From an optimization exercise on the open Yosys and OpenROAD flow, aimed at small area; shortcuts taken in it are not production practice.
No functional check of the RTL was part of this run.
No activity file was given, so power comes from the tool's default toggle rates.

**design/flow/config.mk**
```make
export PLATFORM = sky130hd
export DESIGN_NAME = Inverter_25Hz
export DESIGN_NICKNAME = Inverter_25Hz
export VERILOG_FILES = /design/flow/design.v
export SDC_FILE = /design/flow/constraint.sdc
export NUM_CORES = 4
export LEC_CHECK = 0
export CAP_MARGIN = 20
export CORE_MARGIN = 2
export CORE_UTILIZATION = 40
export SLEW_MARGIN = 20
```
**design/flow/constraint.sdc**
```tcl
create_clock -name core_clock -period 10.0 [get_ports {CLK_50M}]
set_input_delay 2.0000 -clock core_clock [delete_from_list [all_inputs] [get_ports {CLK_50M}]]
set_output_delay 2.0000 -clock core_clock [all_outputs]
set_load 0.01 [all_outputs]
```
**design/flow/design.v**
```verilog
module Inverter_25Hz(CLK_50M,DEV_CLRn,
                     R_PWM_LH_D,R_PWM_RH_D,
							I_PWM1_LL_D,I_PWM1_LH_D,I_PWM1_RL_D,I_PWM1_RH_D,
							I_PWM2_LL_D,I_PWM2_LH_D,I_PWM2_RL_D,I_PWM2_RH_D,
							BusOvp,IP_Ocp,InvOcp1,OP_Ovp1,InvOcp2,OP_Ovp2,
							Reset_D,CPLD1,
							OP_Rly1_D,OP_Rly2_D,OP_Scr1_D,OP_Scr2_D,
							COM1_IPF_C,COM2_IPF_C,COM1_OUT_D,COM2_OUT_D,
							R_PWM_LH_C,R_PWM_RH_C,
							I_PWM1_LL_C,I_PWM1_LH_C,I_PWM1_RL_C,I_PWM1_RH_C,
							I_PWM2_LL_C,I_PWM2_LH_C,I_PWM2_RL_C,I_PWM2_RH_C,
							BusOvp_D,IP_Ocp_D,InvOcp1_D,OP_Ovp1_D,InvOcp2_D,OP_Ovp2_D,
							CPLD2,CPLD_Data,
							EN1_4245,EN2_4245,
							OP_Rly1_C,OP_Rly2_C,OP_Scr1_C,OP_Scr2_C,
							COM1_IPF_D,COM2_IPF_D,COM1_OUT_C,COM2_OUT_C,
							LED1,LED2,LED3,LED4,LED5,LED6);
input CLK_50M,DEV_CLRn;
input R_PWM_LH_D,R_PWM_RH_D;
input I_PWM1_LL_D,I_PWM1_LH_D,I_PWM1_RL_D,I_PWM1_RH_D;
input I_PWM2_LL_D,I_PWM2_LH_D,I_PWM2_RL_D,I_PWM2_RH_D;
input BusOvp,IP_Ocp,InvOcp1,OP_Ovp1,InvOcp2,OP_Ovp2;
input Reset_D;
input CPLD1;
input OP_Rly1_D,OP_Rly2_D,OP_Scr1_D,OP_Scr2_D;
input COM1_IPF_C,COM2_IPF_C,COM1_OUT_D,COM2_OUT_D;
output R_PWM_LH_C,R_PWM_RH_C;
output I_PWM1_LL_C,I_PWM1_LH_C,I_PWM1_RL_C,I_PWM1_RH_C;
output I_PWM2_LL_C,I_PWM2_LH_C,I_PWM2_RL_C,I_PWM2_RH_C;
output BusOvp_D,IP_Ocp_D,InvOcp1_D,OP_Ovp1_D,InvOcp2_D,OP_Ovp2_D;
output CPLD2,CPLD_Data;
output EN1_4245,EN2_4245;
output OP_Rly1_C,OP_Rly2_C,OP_Scr1_C,OP_Scr2_C;
output COM1_IPF_D;
output reg COM2_IPF_D;
output COM1_OUT_C,COM2_OUT_C;
output LED1,LED2,LED3,LED4,LED5,LED6;
wire BusOvp_F,IP_Ocp_F,InvOcp1_F,OP_Ovp1_F,InvOcp2_F,OP_Ovp2_F;
wire R_PWM_LH_w,R_PWM_RH_w;
wire I_PWM1_LL_w,I_PWM1_LH_w,I_PWM1_RL_w,I_PWM1_RH_w;
wire I_PWM2_LL_w,I_PWM2_LH_w,I_PWM2_RL_w,I_PWM2_RH_w;
wire CPLD1_F;
wire InvOcp1_Dy,InvOcp2_Dy,OP_Ovp1_Dy,OP_Ovp2_Dy;
wire CP1;
Protect_Filter PF1(.CLK_50M(CLK_50M),.Rst_n(DEV_CLRn),
                   .BusOvp(BusOvp),.IP_Ocp(IP_Ocp),.InvOcp1(InvOcp1),.OP_Ovp1(OP_Ovp1),.InvOcp2(InvOcp2),.OP_Ovp2(OP_Ovp2),
                   .BusOvp_F(BusOvp_F),.IP_Ocp_F(IP_Ocp_F),.InvOcp1_F(InvOcp1_F),.OP_Ovp1_F(OP_Ovp1_F),.InvOcp2_F(InvOcp2_F),.OP_Ovp2_F(OP_Ovp2_F));
LED_drive LD1(.BusOvp(BusOvp_F),.IP_Ocp(IP_Ocp_F),.InvOcp1(InvOcp1_F),.OP_Ovp1(OP_Ovp1_F),.InvOcp2(InvOcp2_F),.OP_Ovp2(OP_Ovp2_F),
              .LED1(LED1),.LED2(LED2),.LED3(LED3),.LED4(LED4),.LED5(LED5),.LED6(LED6));
PWM_drive PD1(.CLK_50M(CLK_50M),.Rst_n(DEV_CLRn),
              .R_PWM_LH_D(R_PWM_LH_D),.R_PWM_RH_D(R_PWM_RH_D),
				  .I_PWM1_LL_D(I_PWM1_LL_D),.I_PWM1_LH_D(I_PWM1_LH_D),.I_PWM1_RL_D(I_PWM1_RL_D),.I_PWM1_RH_D(I_PWM1_RH_D),
				  .I_PWM2_LL_D(I_PWM2_LL_D),.I_PWM2_LH_D(I_PWM2_LH_D),.I_PWM2_RL_D(I_PWM2_RL_D),.I_PWM2_RH_D(I_PWM2_RH_D),
				  .BusOvp(BusOvp_F),.IP_Ocp(IP_Ocp_F),.InvOcp1(InvOcp1_F),.OP_Ovp1(OP_Ovp1_F),.InvOcp2(InvOcp2_F),.OP_Ovp2(OP_Ovp2_F),
				  .Reset_D(Reset_D),.CPLD1(CPLD1),
				  .R_PWM_LH(R_PWM_LH_w),.R_PWM_RH(R_PWM_RH_w),
				  .I_PWM1_LL(I_PWM1_LL_w),.I_PWM1_LH(I_PWM1_LH_w),.I_PWM1_RL(I_PWM1_RL_w),.I_PWM1_RH(I_PWM1_RH_w),
				  .I_PWM2_LL(I_PWM2_LL_w),.I_PWM2_LH(I_PWM2_LH_w),.I_PWM2_RL(I_PWM2_RL_w),.I_PWM2_RH(I_PWM2_RH_w),
				  .CP1(CP1)
				  );
PWM_4245En PE1(.clk(CLK_50M),.Rst_n(DEV_CLRn),.OP_Rly1_D(OP_Rly1_D),.OP_Rly2_D(OP_Rly2_D),.OP_Scr1_D(OP_Scr1_D),
               .OP_Scr2_D(OP_Scr2_D),.COM1_OUT_D(COM1_OUT_D),.COM2_OUT_D(COM2_OUT_D),
               .En1(EN1_4245),.En2(EN2_4245),
               .OP_Rly1_C(OP_Rly1_C),.OP_Rly2_C(OP_Rly2_C),.OP_Scr1_C(OP_Scr1_C),
					.OP_Scr2_C(OP_Scr2_C),.COM1_OUT_C(COM1_OUT_C),.COM2_OUT_C(COM2_OUT_C));
Protect_CountCur PC1(.CLK_50M(CLK_50M),.Rst_n(DEV_CLRn),.ResetD(Reset_D),.ProTect(InvOcp1_F),.PWMEN(InvOcp1_D));
Protect_CountCur PC2(.CLK_50M(CLK_50M),.Rst_n(DEV_CLRn),.ResetD(Reset_D),.ProTect(InvOcp2_F),.PWMEN(InvOcp2_D));
Protect_CountVol PCV1(.CLK_50M(CLK_50M),.Rst_n(DEV_CLRn),.ResetD(Reset_D),.ProTect(OP_Ovp1_F),.PWMEN(OP_Ovp1_D));
Protect_CountVol PCV2(.CLK_50M(CLK_50M),.Rst_n(DEV_CLRn),.ResetD(Reset_D),.ProTect(OP_Ovp2_F),.PWMEN(OP_Ovp2_D));
Protect_delay pdya1(.clk(CLK_50M),.Rst_n(DEV_CLRn),.Prt(InvOcp1_D),.Prt_dly(InvOcp1_Dy));
Protect_delay pdya2(.clk(CLK_50M),.Rst_n(DEV_CLRn),.Prt(OP_Ovp1_D),.Prt_dly(OP_Ovp1_Dy));
Protect_delay pdyb1(.clk(CLK_50M),.Rst_n(DEV_CLRn),.Prt(InvOcp2_D),.Prt_dly(InvOcp2_Dy));
Protect_delay pdyb2(.clk(CLK_50M),.Rst_n(DEV_CLRn),.Prt(OP_Ovp2_D),.Prt_dly(OP_Ovp2_Dy));
 assign R_PWM_LH_C=(~EN1_4245) ? R_PWM_LH_w : 1'b0; 
 assign R_PWM_RH_C=(~EN1_4245) ? R_PWM_RH_w : 1'b0;
 assign I_PWM1_LL_C=I_PWM1_LL_w;
 assign I_PWM1_LH_C=(InvOcp1_D & OP_Ovp1_D) ? I_PWM1_LH_w : 1'b0; 
 assign I_PWM1_RL_C=I_PWM1_RL_w;
 assign I_PWM1_RH_C=(InvOcp1_D & OP_Ovp1_D) ? I_PWM1_RH_w : 1'b0; 
 assign I_PWM2_LL_C=I_PWM2_LL_w;
 assign I_PWM2_LH_C=(InvOcp2_D & OP_Ovp2_D) ? I_PWM2_LH_w : 1'b0; 
 assign I_PWM2_RL_C=I_PWM2_RL_w;
 assign I_PWM2_RH_C=(InvOcp2_D & OP_Ovp2_D) ? I_PWM2_RH_w : 1'b0; 
COM_Filter CF1(.CLK_50M(CLK_50M),.Rst_n(DEV_CLRn),.COM1_IPF_C(COM1_IPF_C),.COM1_IPF_D(COM1_IPF_D));
always @(posedge CLK_50M)
 begin
   COM2_IPF_D<=COM2_IPF_C; 
 end
assign CPLD_Data=IP_Ocp_F;				  
assign BusOvp_D=BusOvp_F; assign IP_Ocp_D=CP1; 
assign CPLD2=1'b0;
endmodule
module PWM_drive(CLK_50M,Rst_n,
                 R_PWM_LH_D,R_PWM_RH_D,
					  I_PWM1_LL_D,I_PWM1_LH_D,I_PWM1_RL_D,I_PWM1_RH_D,
					  I_PWM2_LL_D,I_PWM2_LH_D,I_PWM2_RL_D,I_PWM2_RH_D,
					  BusOvp,IP_Ocp,InvOcp1,OP_Ovp1,InvOcp2,OP_Ovp2,
					  Reset_D,CPLD1,
					  R_PWM_LH,R_PWM_RH,
					  I_PWM1_LL,I_PWM1_LH,I_PWM1_RL,I_PWM1_RH,
					  I_PWM2_LL,I_PWM2_LH,I_PWM2_RL,I_PWM2_RH,
					  CP1
					  );
input CLK_50M,Rst_n;
input R_PWM_LH_D,R_PWM_RH_D;
input I_PWM1_LL_D,I_PWM1_LH_D,I_PWM1_RL_D,I_PWM1_RH_D;
input I_PWM2_LL_D,I_PWM2_LH_D,I_PWM2_RL_D,I_PWM2_RH_D;
input BusOvp,IP_Ocp,InvOcp1,OP_Ovp1,InvOcp2,OP_Ovp2,Reset_D,CPLD1;
output R_PWM_LH,R_PWM_RH;
output I_PWM1_LL,I_PWM1_LH,I_PWM1_RL,I_PWM1_RH;
output I_PWM2_LL,I_PWM2_LH,I_PWM2_RL,I_PWM2_RH;
output CP1;
reg PFC_EN1,PFC_EN2;
reg INV1_ENE,INV2_ENE;
reg INV1_ENI,INV2_ENI;
reg [7:0] count1,count2;
parameter [1:0] NormalState_PFC=2'b01,ProtectState_PFC=2'b10;
parameter [1:0] NormalState_INV2=2'b01,ProtectState_INV2=2'b10;
parameter [1:0] NormalState_INV1=2'b01,ProtectState_INV1=2'b10;
reg [1:0] State_PFC1,State_PFC2,State_INV2,State_INV1;
wire INV1_ENE_w,INV2_ENE_w;
assign INV1_ENE_w= (InvOcp1 & OP_Ovp1); assign INV2_ENE_w=(InvOcp2 & OP_Ovp2);
reg r_R_PWM_LH1,r_R_PWM_LH2;
reg r_R_PWM_RH1,r_R_PWM_RH2;
always @(posedge CLK_50M)
begin
 if(!Rst_n)
  begin r_R_PWM_LH1<=1'b0; r_R_PWM_LH2<=1'b0; end
 else
  begin r_R_PWM_LH1<=R_PWM_LH_D; r_R_PWM_LH2<=r_R_PWM_LH1; end
end
always @(posedge CLK_50M)
begin
 if(!Rst_n)
  begin r_R_PWM_RH1<=1'b0; r_R_PWM_RH2<=1'b0; end
 else
  begin r_R_PWM_RH1<=R_PWM_RH_D; r_R_PWM_RH2<=r_R_PWM_RH1; end
end
wire Rec_pos1,Rec_pos2;
wire Rec_pos;
assign Rec_pos1=(~r_R_PWM_LH2)&(r_R_PWM_LH1);
assign Rec_pos2=(~r_R_PWM_RH2)&(r_R_PWM_RH1);
assign Rec_pos=Rec_pos1 | Rec_pos2;
reg r_I_PWM1_LH1,r_I_PWM1_RH1,r_I_PWM2_LH1,r_I_PWM2_RH1;
reg r_I_PWM1_LH2,r_I_PWM1_RH2,r_I_PWM2_LH2,r_I_PWM2_RH2;
always @(posedge CLK_50M)
begin
 if(!Rst_n)
  begin r_I_PWM1_LH1<=1'b0; r_I_PWM1_LH2<=1'b0; end
 else
  begin r_I_PWM1_LH1<=I_PWM1_LH_D; r_I_PWM1_LH2<=r_I_PWM1_LH1; end
end
always @(posedge CLK_50M)
begin
 if(!Rst_n)
  begin r_I_PWM1_RH1<=1'b0; r_I_PWM1_RH2<=1'b0; end
 else
  begin r_I_PWM1_RH1<=I_PWM1_RH_D; r_I_PWM1_RH2<=r_I_PWM1_RH1; end
end
always @(posedge CLK_50M)
begin
 if(!Rst_n)
  begin r_I_PWM2_LH1<=1'b0; r_I_PWM2_LH2<=1'b0; end
 else
  begin r_I_PWM2_LH1<=I_PWM2_LH_D; r_I_PWM2_LH2<=r_I_PWM2_LH1; end
end
always @(posedge CLK_50M)
begin
 if(!Rst_n)
  begin r_I_PWM2_RH1<=1'b0; r_I_PWM2_RH2<=1'b0; end
 else
  begin r_I_PWM2_RH1<=I_PWM2_RH_D; r_I_PWM2_RH2<=r_I_PWM2_RH1; end
end
wire Inv1_pos1,Inv1_pos4,Inv2_pos1,Inv2_pos4;
wire Inv1_pos,Inv2_pos;
assign Inv1_pos1=(~r_I_PWM1_LH2)&(r_I_PWM1_LH1);
assign Inv1_pos4=(~r_I_PWM1_RH2)&(r_I_PWM1_RH1);
assign Inv2_pos1=(~r_I_PWM2_LH2)&(r_I_PWM2_LH1);
assign Inv2_pos4=(~r_I_PWM2_RH2)&(r_I_PWM2_RH1);
assign Inv1_pos= Inv1_pos1 | Inv1_pos4;
assign Inv2_pos= Inv2_pos1 | Inv2_pos4;
always @(posedge CLK_50M)
 begin
  if(!Rst_n)
   begin State_PFC1<=NormalState_PFC; PFC_EN1<=1'b1; end
  else
   begin
    case(State_PFC1)
	  NormalState_PFC:
	   begin
	    if(!IP_Ocp)
		  begin State_PFC1<=ProtectState_PFC; PFC_EN1<=1'b0; end
		 else
		  begin State_PFC1<=NormalState_PFC; PFC_EN1<=1'b1; end
	   end
	  ProtectState_PFC:
	   begin
	    if(Reset_D)
		  begin State_PFC1<=NormalState_PFC; PFC_EN1<=1'b1; end
		 else
		  begin
		   if(CPLD1)
			 begin
			  if((Rec_pos)&(IP_Ocp))
			   begin State_PFC1<=NormalState_PFC; PFC_EN1<=1'b1; end
			  else
			   begin State_PFC1<=ProtectState_PFC; PFC_EN1<=1'b0; end
			 end
			else
          begin State_PFC1<=ProtectState_PFC; PFC_EN1<=1'b0; end
	     end
		 end
	  default:
	   begin State_PFC1<=NormalState_PFC;PFC_EN1<=1'b1; end
	 endcase
	end
 end
 always @(posedge CLK_50M)
 begin
  if(!Rst_n)
   begin State_PFC2<=NormalState_PFC; PFC_EN2<=1'b1; end
  else
   begin
    case(State_PFC2)
	  NormalState_PFC:
	   begin
	    if(!BusOvp)
		  begin State_PFC2<=ProtectState_PFC; PFC_EN2<=1'b0; end
		 else
		  begin State_PFC2<=NormalState_PFC; PFC_EN2<=1'b1; end
	   end
	  ProtectState_PFC:
	   begin
	    if((Rec_pos)&(BusOvp))
		  begin State_PFC2<=NormalState_PFC; PFC_EN2<=1'b1; end
		 else
		  begin State_PFC2<=ProtectState_PFC; PFC_EN2<=1'b0; end
	   end
	  default:
	   begin State_PFC2<=NormalState_PFC;PFC_EN2<=1'b1; end
	 endcase
	end
 end
 always @(posedge CLK_50M)
 begin
  if(!Rst_n)
   begin State_INV1<=NormalState_INV1; INV1_ENE<=1'b1; end
  else
   begin
    case(State_INV1)
	  NormalState_INV1:
	   begin
	    if(!INV1_ENE_w)
		  begin State_INV1<=ProtectState_INV1; INV1_ENE<=1'b0; end
		 else
		  begin State_INV1<=NormalState_INV1; INV1_ENE<=1'b1; end
	   end
	  ProtectState_INV1:
	   begin
	    if((Inv1_pos)&(INV1_ENE_w))
		  begin State_INV1<=NormalState_INV1; INV1_ENE<=1'b1; end
		 else
		  begin State_INV1<=ProtectState_INV1; INV1_ENE<=1'b0; end
	   end
	  default:
	   begin State_INV1<=NormalState_INV1;INV1_ENE<=1'b1; end
	 endcase
	end
 end
 always @(posedge CLK_50M)
 begin
  if(!Rst_n)
   begin State_INV2<=NormalState_INV2; INV2_ENE<=1'b1; end
  else
   begin
    case(State_INV2)
	  NormalState_INV2:
	   begin
	    if(!INV2_ENE_w)
		  begin State_INV2<=ProtectState_INV2; INV2_ENE<=1'b0; end
		 else
		  begin State_INV2<=NormalState_INV2; INV2_ENE<=1'b1; end
	   end
	  ProtectState_INV2:
	   begin
	    if((Inv2_pos)&(INV2_ENE_w))
		  begin State_INV2<=NormalState_INV2; INV2_ENE<=1'b1; end
		 else
		  begin State_INV2<=ProtectState_INV2; INV2_ENE<=1'b0; end
	   end
	  default:
	   begin State_INV2<=NormalState_INV2;INV2_ENE<=1'b1; end
	 endcase
	end
 end
always @(posedge CLK_50M)
 begin 
  if(!Rst_n)
   begin count1<=8'd0; end
  else
   begin
	 if(!INV1_ENE)
	  begin
	   if(count1<8'd150)
		 begin count1<=count1+1'b1; end
		else
		 begin count1<=8'd150; end
	  end
	 else
	  begin count1<=8'd0; end
	end
 end
always @(posedge CLK_50M)
 begin
  if(!Rst_n)
   begin INV1_ENI<=1'b0; end
  else
   begin
	 if(count1!=8'd150)
	  begin INV1_ENI<=1'b1; end
	 else
	  begin INV1_ENI<=1'b0; end
	end
 end
 always @(posedge CLK_50M)
 begin 
  if(!Rst_n)
   begin count2<=8'd0; end
  else
   begin
	 if(!INV2_ENE)
	  begin
	   if(count2<8'd150)
		 begin count2<=count2+1'b1; end
		else
		 begin count2<=8'd150; end
	  end
	 else
	  begin count2<=8'd0; end
	end
 end
always @(posedge CLK_50M)
 begin
  if(!Rst_n)
   begin INV2_ENI<=1'b0; end
  else
   begin
	 if(count2!=8'd150)
	  begin INV2_ENI<=1'b1; end
	 else
	  begin INV2_ENI<=1'b0; end
	end
 end
 wire PWM_Pre1,PWM_Pre2;
 assign PWM_Pre1=~((I_PWM1_LL_D & I_PWM1_LH_D) | (I_PWM1_RL_D & I_PWM1_RH_D));
 assign PWM_Pre2=~((I_PWM2_LL_D & I_PWM2_LH_D) | (I_PWM2_RL_D & I_PWM2_RH_D));
 assign R_PWM_LH=(PFC_EN1 & PFC_EN2) ? R_PWM_LH_D : 1'b0; 
 assign R_PWM_RH=(PFC_EN1 & PFC_EN2) ? R_PWM_RH_D : 1'b0;
 assign I_PWM1_LL=I_PWM1_LL_D;
 assign I_PWM1_LH=(INV1_ENE & PWM_Pre1) ? I_PWM1_LH_D : 1'b0; 
 assign I_PWM1_RL=I_PWM1_RL_D;
 assign I_PWM1_RH=(INV1_ENE & PWM_Pre1) ? I_PWM1_RH_D : 1'b0; 
 assign I_PWM2_LL=I_PWM2_LL_D;
 assign I_PWM2_LH=(INV2_ENE & PWM_Pre2) ? I_PWM2_LH_D : 1'b0; 
 assign I_PWM2_RL=I_PWM2_RL_D;
 assign I_PWM2_RH=(INV2_ENE & PWM_Pre2) ? I_PWM2_RH_D : 1'b0; 
 assign CP1=PFC_EN1;	 
endmodule
module Protect_Filter(CLK_50M,Rst_n,
                      BusOvp,IP_Ocp,InvOcp1,OP_Ovp1,InvOcp2,OP_Ovp2,
                      BusOvp_F,IP_Ocp_F,InvOcp1_F,OP_Ovp1_F,InvOcp2_F,OP_Ovp2_F);
input CLK_50M,Rst_n;
input BusOvp,IP_Ocp,InvOcp1,OP_Ovp1,InvOcp2,OP_Ovp2;
output reg BusOvp_F,IP_Ocp_F,InvOcp1_F,OP_Ovp1_F,InvOcp2_F,OP_Ovp2_F;
reg [5:0] count1,count4;
reg [5:0] count2,count5;
reg [5:0] count3,count6;
always @(posedge CLK_50M)
 begin
  if(!Rst_n)
   begin count1<=6'd0; end
  else
   begin
	 if(!IP_Ocp) 
	  begin 
	   if(count1<6'd50)
		 begin count1<=count1+1'b1; end
		else
		 begin count1<=6'd50; end
	  end
	 else
	  begin count1<=6'd0; end
	end
 end	  
 always @(posedge CLK_50M)
 begin
  if(!Rst_n)
   begin count2<=6'd0; end
  else
   begin
	 if(!InvOcp1) 
	  begin 
	   if(count2<6'd50)
		 begin count2<=count2+1'b1; end
		else
		 begin count2<=6'd50; end
	  end
	 else
	  begin count2<=6'd0; end
	end
 end
 always @(posedge CLK_50M)
 begin
  if(!Rst_n)
   begin count3<=6'd0; end
  else
   begin
	 if(!InvOcp2) 
	  begin 
	   if(count3<6'd50)
		 begin count3<=count3+1'b1; end
		else
		 begin count3<=6'd50; end
	  end
	 else
	  begin count3<=6'd0; end
	end
 end
always @(posedge CLK_50M)
 begin
  if(!Rst_n)
   begin count4<=6'd0; end
  else
   begin
	 if(!BusOvp)
	  begin 
	   if(count4<6'd50)
		 begin count4<=count4+1'b1; end
		else
		 begin count4<=6'd50; end
	  end
	 else
	  begin count4<=6'd0; end
	end
 end	  
 always @(posedge CLK_50M)
 begin
  if(!Rst_n)
   begin count5<=6'd0; end
  else
   begin
	 if(!OP_Ovp1) 
	  begin 
	   if(count5<6'd50)
		 begin count5<=count5+1'b1; end
		else
		 begin count5<=6'd50; end
	  end
	 else
	  begin count5<=6'd0; end
	end
 end	  
 always @(posedge CLK_50M)
 begin
  if(!Rst_n)
   begin count6<=6'd0; end
  else
   begin
	 if(!OP_Ovp2) 
	  begin 
	   if(count6<6'd50)
		 begin count6<=count6+1'b1; end
		else
		 begin count6<=6'd50; end
	  end
	 else
	  begin count6<=6'd0; end
	end
 end	  
 always @(posedge CLK_50M)
 begin
   if(!Rst_n)
	 begin IP_Ocp_F<=1'b1; end 
	else
	 begin
	  if(count1!=6'd50)
		begin IP_Ocp_F<=1'b1; end 
	  else 
		begin IP_Ocp_F<=1'b0; end 
	 end
 end
 always @(posedge CLK_50M)
 begin
   if(!Rst_n)
	 begin InvOcp1_F<=1'b1; end 
	else
	 begin
	  if(count2!=6'd50)
		begin InvOcp1_F<=1'b1; end 
	  else 
		begin InvOcp1_F<=1'b0; end 
	 end
 end
 always @(posedge CLK_50M)
 begin
   if(!Rst_n)
	 begin InvOcp2_F<=1'b1; end 
	else
	 begin
	  if(count3!=6'd50)
		begin InvOcp2_F<=1'b1; end 
	  else 
		begin InvOcp2_F<=1'b0; end 
	 end
 end 
 always @(posedge CLK_50M)
 begin
   if(!Rst_n)
	 begin BusOvp_F<=1'b1; end 
	else
	 begin
	  if(count4!=6'd50)
		begin BusOvp_F<=1'b1; end 
	  else 
		begin BusOvp_F<=1'b0; end 
	 end
 end
 always @(posedge CLK_50M)
 begin
   if(!Rst_n)
	 begin OP_Ovp1_F<=1'b1; end 
	else
	 begin
	  if(count5!=6'd50)
		begin OP_Ovp1_F<=1'b1; end 
	  else 
		begin OP_Ovp1_F<=1'b0; end 
	 end
 end
 always @(posedge CLK_50M)
 begin
   if(!Rst_n)
	 begin OP_Ovp2_F<=1'b1; end 
	else
	 begin
	  if(count6!=6'd50)
		begin OP_Ovp2_F<=1'b1; end 
	  else 
		begin OP_Ovp2_F<=1'b0; end 
	 end
 end
endmodule  
module LED_drive(BusOvp,IP_Ocp,InvOcp1,OP_Ovp1,InvOcp2,OP_Ovp2,
                 LED1,LED2,LED3,LED4,LED5,LED6);
input BusOvp,IP_Ocp,InvOcp1,OP_Ovp1,InvOcp2,OP_Ovp2;
output LED1,LED2,LED3,LED4,LED5,LED6;
assign LED1=BusOvp; assign LED2=IP_Ocp; assign LED3=InvOcp1;
assign LED4=OP_Ovp1; assign LED5=InvOcp2; assign LED6=OP_Ovp2;
endmodule
module PWM_4245En(clk,Rst_n,OP_Rly1_D,OP_Rly2_D,OP_Scr1_D,OP_Scr2_D,COM1_OUT_D,COM2_OUT_D,En1,En2,OP_Rly1_C,OP_Rly2_C,OP_Scr1_C,OP_Scr2_C,COM1_OUT_C,COM2_OUT_C);
input clk,Rst_n;
input OP_Rly1_D,OP_Rly2_D,OP_Scr1_D,OP_Scr2_D;
input COM1_OUT_D,COM2_OUT_D;
output reg En1,En2;
output reg OP_Rly1_C,OP_Rly2_C,OP_Scr1_C,OP_Scr2_C;
output reg COM1_OUT_C,COM2_OUT_C;
reg r_COM1_OUT_D1,r_COM1_OUT_D11;
reg [24:0] count;
always @(posedge clk)
 begin
  if(!Rst_n)
   begin count<=25'b0; end
  else
   begin
	   if(count<25'd20000000)
	    begin 
	     count<=count+1'b1; En1<=1'b1; En2<=1'b0; 
		  OP_Rly1_C<=1'b0; OP_Rly2_C<=1'b0; OP_Scr1_C<=1'b1; OP_Scr2_C<=1'b1;
        COM1_OUT_C<=1'b1; COM2_OUT_C<=1'b1;
	    end
	   else
	    begin
	      count<=25'd20000000; En1<=1'b0; En2<=1'b0; 
	      OP_Rly1_C<=OP_Rly1_D; OP_Rly2_C<=OP_Rly2_D; OP_Scr1_C<=OP_Scr1_D; OP_Scr2_C<=OP_Scr2_D;
         COM1_OUT_C<=COM1_OUT_D; COM2_OUT_C<=COM2_OUT_D;
	    end
   end
 end
 endmodule
module Protect_CountCur(CLK_50M,Rst_n,ResetD,ProTect,PWMEN);
input CLK_50M,Rst_n,ResetD,ProTect;
output reg PWMEN;
reg [9:0] count1;
reg [21:0] count2;
reg [1:0] State_INV,State_Circuit;
parameter [1:0] NormalState_INV=2'b01,CountState_INV=2'b10;
parameter [1:0] NormalState_Circuit=2'b01,ShortState_Circuit=2'b10;
reg r_ProTect1,r_ProTect2;
wire ProTect_neg;
reg count_en;
reg Circuit_short;
reg CountFull;
always @(posedge CLK_50M)
 begin
  if(!Rst_n)
   begin
	 r_ProTect1<=1'b0; r_ProTect2<=1'b0;
	end
  else
   begin
	 r_ProTect1<=ProTect; r_ProTect2<=r_ProTect1;
	end
 end
assign ProTect_neg=(r_ProTect2)&(~r_ProTect1);
always @(posedge CLK_50M)
 begin
  if(!Rst_n)
   begin
	 State_INV<=NormalState_INV; count_en<=1'b0;
	end
  else
   begin
	 case(State_INV)
	  NormalState_INV:
	   begin
		 if(!ProTect)
		  begin State_INV<=CountState_INV; count_en<=1'b1; end
		 else
		  begin State_INV<=NormalState_INV; count_en<=1'b0; end
		end
	  CountState_INV:
	   begin
		 if(CountFull)
		  begin State_INV<=NormalState_INV; count_en<=1'b0; end
		 else
		  begin State_INV<=CountState_INV; count_en<=1'b1; end
		end
	  default:
	   begin State_INV<=NormalState_INV; count_en<=1'b0; end
	 endcase
	end
 end
always @(posedge CLK_50M)
 begin
  if(!Rst_n)
   begin count2<=22'd0; CountFull<=1'b0; end
  else
   begin
	 if(count_en)
	  begin 
	   if(count2<22'd3999999)
		 begin count2<=count2+1'b1; CountFull<=1'b0; end
	   else
	    begin count2<=22'd0; CountFull<=1'b1; end
	  end
	 else
	  begin 
	   count2<=22'd0; CountFull<=1'b0;
	  end
	end
 end
always @(posedge CLK_50M)
 begin
  if(!Rst_n)
   begin count1<=10'd0; Circuit_short<=1'b0; end
  else
   begin
	 if(count_en)
	  begin
	   if(!CountFull)
		 begin
	     if(ProTect_neg)
		   begin
		    if(count1<10'd399)
		     begin count1<=count1+1'b1; Circuit_short<=1'b0; end
		    else
		     begin count1<=10'd0; Circuit_short<=1'b1; end
	      end
	     else
	      begin count1<=count1; Circuit_short<=Circuit_short; end
	    end
	   else
	    begin count1<=10'd0; Circuit_short<=1'b0; end
	  end
    else
	  begin count1<=10'd0; Circuit_short<=1'b0; end
	end
 end
always @(posedge CLK_50M)
 begin
  if(!Rst_n)
   begin 
	 State_Circuit<=NormalState_INV; PWMEN<=1'b1; 
	end
  else
   begin
	 case(State_Circuit)
	  NormalState_Circuit:
	   begin
		 if(!Circuit_short)
		  begin State_Circuit<=NormalState_Circuit; PWMEN<=1'b1; end
		 else
		  begin State_Circuit<=ShortState_Circuit;PWMEN<=1'b0; end
		end
	  ShortState_Circuit:
	   begin
		 if(ResetD)
		  begin State_Circuit<=NormalState_Circuit; PWMEN<=1'b1; end
		 else
		  begin State_Circuit<=ShortState_Circuit;PWMEN<=1'b0; end
		end
	  default:
	   begin State_Circuit<=NormalState_Circuit; PWMEN<=1'b1; end
	 endcase
	end
 end
endmodule  
module Protect_CountVol(CLK_50M,Rst_n,ResetD,ProTect,PWMEN);
input CLK_50M,Rst_n,ResetD,ProTect;
output reg PWMEN;
reg [3:0] count1;
reg [19:0] count2;
reg [1:0] State_INV,State_Circuit;
parameter [1:0] NormalState_INV=2'b01,CountState_INV=2'b10;
parameter [1:0] NormalState_Circuit=2'b01,ShortState_Circuit=2'b10;
reg r_ProTect1,r_ProTect2;
wire ProTect_neg;
reg count_en;
reg Circuit_short;
reg CountFull;
always @(posedge CLK_50M)
 begin
  if(!Rst_n)
   begin
	 r_ProTect1<=1'b0; r_ProTect2<=1'b0;
	end
  else
   begin
	 r_ProTect1<=ProTect; r_ProTect2<=r_ProTect1;
	end
 end
assign ProTect_neg=(r_ProTect2)&(~r_ProTect1);
always @(posedge CLK_50M)
 begin
  if(!Rst_n)
   begin
	 State_INV<=NormalState_INV; count_en<=1'b0;
	end
  else
   begin
	 case(State_INV)
	  NormalState_INV:
	   begin
		 if(!ProTect)
		  begin State_INV<=CountState_INV; count_en<=1'b1; end
		 else
		  begin State_INV<=NormalState_INV; count_en<=1'b0; end
		end
	  CountState_INV:
	   begin
		 if(CountFull)
		  begin State_INV<=NormalState_INV; count_en<=1'b0; end
		 else
		  begin State_INV<=CountState_INV; count_en<=1'b1; end
		end
	  default:
	   begin State_INV<=NormalState_INV; count_en<=1'b0; end
	 endcase
	end
 end
always @(posedge CLK_50M)
 begin
  if(!Rst_n)
   begin count2<=20'd0; CountFull<=1'b0; end
  else
   begin
	 if(count_en)
	  begin 
	   if(count2<20'd999999)
		 begin count2<=count2+1'b1; CountFull<=1'b0; end
	   else
	    begin count2<=20'd0; CountFull<=1'b1; end
	  end
	 else
	  begin 
	   count2<=20'd0; CountFull<=1'b0;
	  end
	end
 end
always @(posedge CLK_50M)
 begin
  if(!Rst_n)
   begin count1<=4'd0; Circuit_short<=1'b0; end
  else
   begin
	 if(count_en)
	  begin
	   if(!CountFull)
		 begin
	     if(ProTect_neg)
		   begin
		    if(count1<4'd9)
		     begin count1<=count1+1'b1; Circuit_short<=1'b0; end
		    else
		     begin count1<=4'd0; Circuit_short<=1'b1; end
	      end
	     else
	      begin count1<=count1; Circuit_short<=Circuit_short; end
	    end
	   else
	    begin count1<=4'd0; Circuit_short<=1'b0; end
	  end
    else
	  begin count1<=4'd0; Circuit_short<=1'b0; end
	end
 end
always @(posedge CLK_50M)
 begin
  if(!Rst_n)
   begin 
	 State_Circuit<=NormalState_INV; PWMEN<=1'b1; 
	end
  else
   begin
	 case(State_Circuit)
	  NormalState_Circuit:
	   begin
		 if(!Circuit_short)
		  begin State_Circuit<=NormalState_Circuit; PWMEN<=1'b1; end
		 else
		  begin State_Circuit<=ShortState_Circuit;PWMEN<=1'b0; end
		end
	  ShortState_Circuit:
	   begin
		 if(ResetD)
		  begin State_Circuit<=NormalState_Circuit; PWMEN<=1'b1; end
		 else
		  begin State_Circuit<=ShortState_Circuit;PWMEN<=1'b0; end
		end
	  default:
	   begin State_Circuit<=NormalState_Circuit; PWMEN<=1'b1; end
	 endcase
	end
 end
endmodule  
module Protect_delay(clk,Rst_n,Prt,Prt_dly);
input clk,Rst_n,Prt;
output reg Prt_dly;
reg [7:0] count1;
always @(posedge clk)
 begin 
  if(!Rst_n)
   begin count1<=8'd0; end
  else
   begin
	 if(!Prt)
	  begin
	   if(count1<8'd150)
		 begin count1<=count1+1'b1; end
		else
		 begin count1<=8'd150; end
	  end
	 else
	  begin count1<=8'd0; end
	end
 end
always @(posedge clk)
 begin
  if(!Rst_n)
   begin Prt_dly<=1'b0; end
  else
   begin
	 if(count1!=8'd150)
	  begin Prt_dly<=1'b1; end
	 else
	  begin Prt_dly<=1'b0; end
	end
 end
 endmodule
module COM_Filter(CLK_50M,Rst_n,COM1_IPF_C,COM1_IPF_D);
input CLK_50M,Rst_n,COM1_IPF_C;
output reg COM1_IPF_D;
reg  [9:0] COMFT;
always @(posedge CLK_50M)
 begin
  if(!Rst_n)
   begin
	 COMFT<=10'b0;
	end
  else
   begin
    COMFT[0]<=COM1_IPF_C;COMFT[1]<=COMFT[0];COMFT[2]<=COMFT[1];COMFT[3]<=COMFT[2];COMFT[4]<=COMFT[3];
    COMFT[5]<=COMFT[4];COMFT[6]<=COMFT[5];COMFT[7]<=COMFT[6];COMFT[8]<=COMFT[7];COMFT[9]<=COMFT[8];
	end
 end
wire COMFT_w1,COMFT_w2;
wire [1:0] COMFT_w;
assign COMFT_w1= COMFT[0] & COMFT[1] & COMFT[2] & COMFT[3] & COMFT[4] & COMFT[5] & COMFT[6] & COMFT[7] & COMFT[8] & COMFT[9];
assign COMFT_w2= (~COMFT[0]) & (~COMFT[1]) & (~COMFT[2]) & (~COMFT[3]) & (~COMFT[4]) & (~COMFT[5]) & (~COMFT[6]) & (~COMFT[7]) & (~COMFT[8]) & (~COMFT[9]);
assign COMFT_w={COMFT_w1,COMFT_w2} ;
always @(posedge CLK_50M)
 begin
  if(!Rst_n)
   begin
	 COM1_IPF_D<=1'b0;
	end
  else
   begin
	 case(COMFT_w)
	  2'b10:
	   begin COM1_IPF_D<=1'b1; end
	  2'b01:
	   begin COM1_IPF_D<=1'b0; end
	  2'b00,2'b11:
	   begin COM1_IPF_D<=COM1_IPF_D; end
	  default:
	   begin COM1_IPF_D<=COM1_IPF_D; end
	 endcase
	end
 end
 endmodule
```
**design/flow/run.sh**
```bash
#!/bin/bash
# synth_recipe.tcl (not shown) runs the flow's synth.tcl, then flattens the netlist and writes it again
# the make line also repeats each setting of config.mk as NAME=value (left out here)
make -C /OpenROAD-flow-scripts/flow DESIGN_CONFIG=/design/flow/config.mk WORK_HOME=/design/flow/orfs CLKGATE_MAP_FILE= SYNTH_SCRIPT=/design/flow/synth_recipe.tcl finish
```
==> flow_summary.toml <==
[logic_synthesis]
ys_seq_area_frac = 0.4786
yosysTopAreaCellShare = 0.4588
ys_ff_latch = 250
synth_area_per_cell_um2 = 9.189
synth_edf_count = 7
yosysMostFrequentCell = "dfxtp_1"
netlist_area_um2 = 10600
synthTopCellsByCount = "243 x dfxtp_1, 166 x nor2_1, 75 x xor2_1"
yosys_warnings = 8
synth.distinct_cells = 58
async_flop_share = 0
ys.flop_type = "dfxtp_1"
synth_area_leaders = "dfxtp_1 46%, xor2_1 6.2%, nor2_1 5.9%, ha_1 5.5%, xnor2_1 4.3%"
synth_cells = 1154
synth_area_leader_cell = "dfxtp_1"

[power_and_ir_drop]
power.leakage_nw = 4.549
p_clk_frac = 0.486
vdd_drop_max_mv = 0.1045
p_sw_frac = 0.2030
p_sw_mw = 0.4187
p_per_area_nw_per_um2 = 166.5
p_seq_frac = 0.492
p_int_mw = 1.644
p_comb_frac = 0.022

[sta]
maxSlewViolCount = 0
worst_pin_slew_ns = 1.015
min_period_ns = 5.592
tns_ns = 0
relSlewSlack = 0.3234
finalCritPeriodShare = 0.5592
fmax_mhz = 178.8
hold_violations = 0
fin_skew_ns = 0.008073
rsz0062_at_grt = "false"
setup_viol = 0

[flow_run]
drv_cap = 0

[placed_design]
dpl.hpwl_mm = 12.74
io_buffers = 59
place.gp.congestion = 0.7471

[finish]
fin_util = 0.4753
nNetsFinal = 1291
syn_to_final_growth_pct = 16.81
drive_gt1_frac = 0.06073
antennaDiodeCount = 0

[setup_path]
cp.required_ns = 8.00
cp-end-kind = "primary output"
arrival_ns = 3.59
crit_path_max_fanout = 3
crit_type = "in2out"
crit_top_cell = "clkdlybuf4s50_1"
worstPathCellList = "clkdlybuf4s50_1 -> a2111oi_0 -> clkdlybuf4s50_1"
slowest_stage = "clkdlybuf4s50_1"
critPathMaxStageDelay_ns = 0.63
cp-start-kind = "primary input"
crit_buf_inv = 2
path_delay_family = "buffers and inverters"

[floorplanning]
core.rowCount = 59
io_pins = 62
coreArea_um2 = 26060
die-area_um2 = 27830
start_util = 0.4069
fp.dieH_um = 166.8
dieWidth_um = 166.8

[outcome]
status = "timing/DRC/antenna clean"

[clock_tree]
postCtsSetupBuffers = 0
clock_sinks = 250
cts_max_level = 1
cts_tree = "done"
cts.clk_slew.worst_paths_ns = 0.06
clock_latency_ns = 0.52
ctsRootBufferMaster = "clkbuf_16"
postCtsResizedCells = 0
hold_buffers = 0
cts_buffer_depth = 3
cts_buffers = 27

[routing]
routedWlPerCell_um = 12.03
firstDrtPassIters = 4
drc = 0
totalWireLength_mm = 18.89
vias_per_cell = 4.852
drt_iter0_drc = 280
vias = 7618
ant_nets = 0

[global_route]
grt_pass1_vias = 7156
grt_usage = 0.1345
grt_max_degree = 56
overflow = 0
grt_pass1_wl_mm = 32.60
antenna_found_initial = 0

[hold_path]
min_path_type = "reg2reg"
registers in the layout, summed over array words and instances, names as in the netlist, 10 cells and up:
| register | cells |
|---|---|
| PCV2.count2 | 20 |
| PC1.count2 | 22 |
| PC2.count2 | 22 |
| PE1.count | 25 |
| PC1.count1 | 10 |
| PC2.count1 | 10 |
| PCV1.count2 | 20 |
| CF1.COMFT | 10 |
metal layers:
metal,vias up,track usage,wire [um]
met1,3468,0.1772,9417
li1,4029,-,-
met4,0,0.04048,459
met3,31,0.02590,671
met2,90,0.2238,8339
met5,-,0,0
power by group through the flow:
stage	clock network, mW	registers, mW	logic [mW]
floorplan	0	1.03	0.0253
global placement	0	1.04	0.0459
detailed placement	0	1.04	0.0465
CTS	1.04	1.01	0.0467
global route	1.08	1.01	0.0514
finish	1.00	1.01	0.0457
kinds of logic (layout without fill, tap and decap cells):
family,Yosys count,count (layout),synth area share
flops,250,250,0.4786
fa+ha+maj,47,47,0.05546
other cells,1,2,0.0003536
compound gates,110,110,0.07174
xor+xnor,127,127,0.1049
simple gates,525,525,0.2497
mux,2,2,0.001888
buf+inv,92,172,0.03740
final cells by class:
type | count | area (um^2)
fillers | 2439 | 13670
flip-flops and latches | 250 | 5075
repair buffers | 64 | 623.1
clock buffers | 41 | 818.3
clock inverters | 7 | 90.09
well taps | 335 | 419.2
inverters | 60 | 225.2
multi-input cells | 813 | 5136
placed cells by master (no fill, tap or decap), drive strengths merged, types with 34 or more instances in the layout:
master / Yosys / layout
dfxtp: 243 / 243
ha: 47 / 47
inv: 60 / 60
clkdlybuf4s50: 0 / 58
xnor2: 52 / 52
clkbuf: 17 / 41
xor2: 75 / 75
nor2: 184 / 184
and3: 34 / 34
nand2: 69 / 69
nand3: 64 / 64
path summary, 6_finish.rpt:
check                                    start              to  slack [ns]  depth (start not counted)
worst max-delay path               I_PWM2_RL_D     I_PWM2_LH_C        4.41                          3
worst min-delay path            PCV2.count2[0]  PCV2.count2[0]        0.45                          1
worst max register to register   PC1.count2[0]   PC1.count2[2]        7.84                          6
worst min register to register  PCV2.count2[0]  PCV2.count2[0]        0.45                          1
through the flow:
step	setup slack [ns]	hold slack (ns)	instances	area, um^2	power, mW
global route	4.323	0.4718	1570	12390	2.144
detailed placement	4.389	0.4371	1522	11480	1.082
CTS	4.389	0.4514	1570	12390	2.097
finish	4.408	0.4453	1570	12390	2.063
global placement	4.500	0.4293	1522	11480	1.082
floorplan	5.309	0.4175	1155	10610	1.060

==> re-timing with driven ports <==
In the flow no input, the clock included, has a driving cell. The finished layout below was timed again as built, in two steps.
Step 1 (the two cells are an assumption about what drives the block):
set clk [get_ports {CLK_50M}]
set_driving_cell -lib_cell sky130_fd_sc_hd__clkbuf_16 $clk
set_driving_cell -lib_cell sky130_fd_sc_hd__buf_2 [delete_from_list [all_inputs] $clk]
Step 2 times the ports against the registers' clock, not the clock port: input delays grow and output delays shrink by t, the midpoint of the rising clock arrivals with the driver on.
Slacks: ideal ports / drivers / drivers and shift; pairs: ideal ports / drivers.
t, ns: 0.567
setup slack, ns: 4.408 / 4.375 / 4.375
hold slack, ns: 0.445 / 0.445 / 0.445
After both steps setup and hold are still met in this run. For this run, drivers alone change the setup slack by -0.033 ns; drivers and shift together by -0.033 ns.
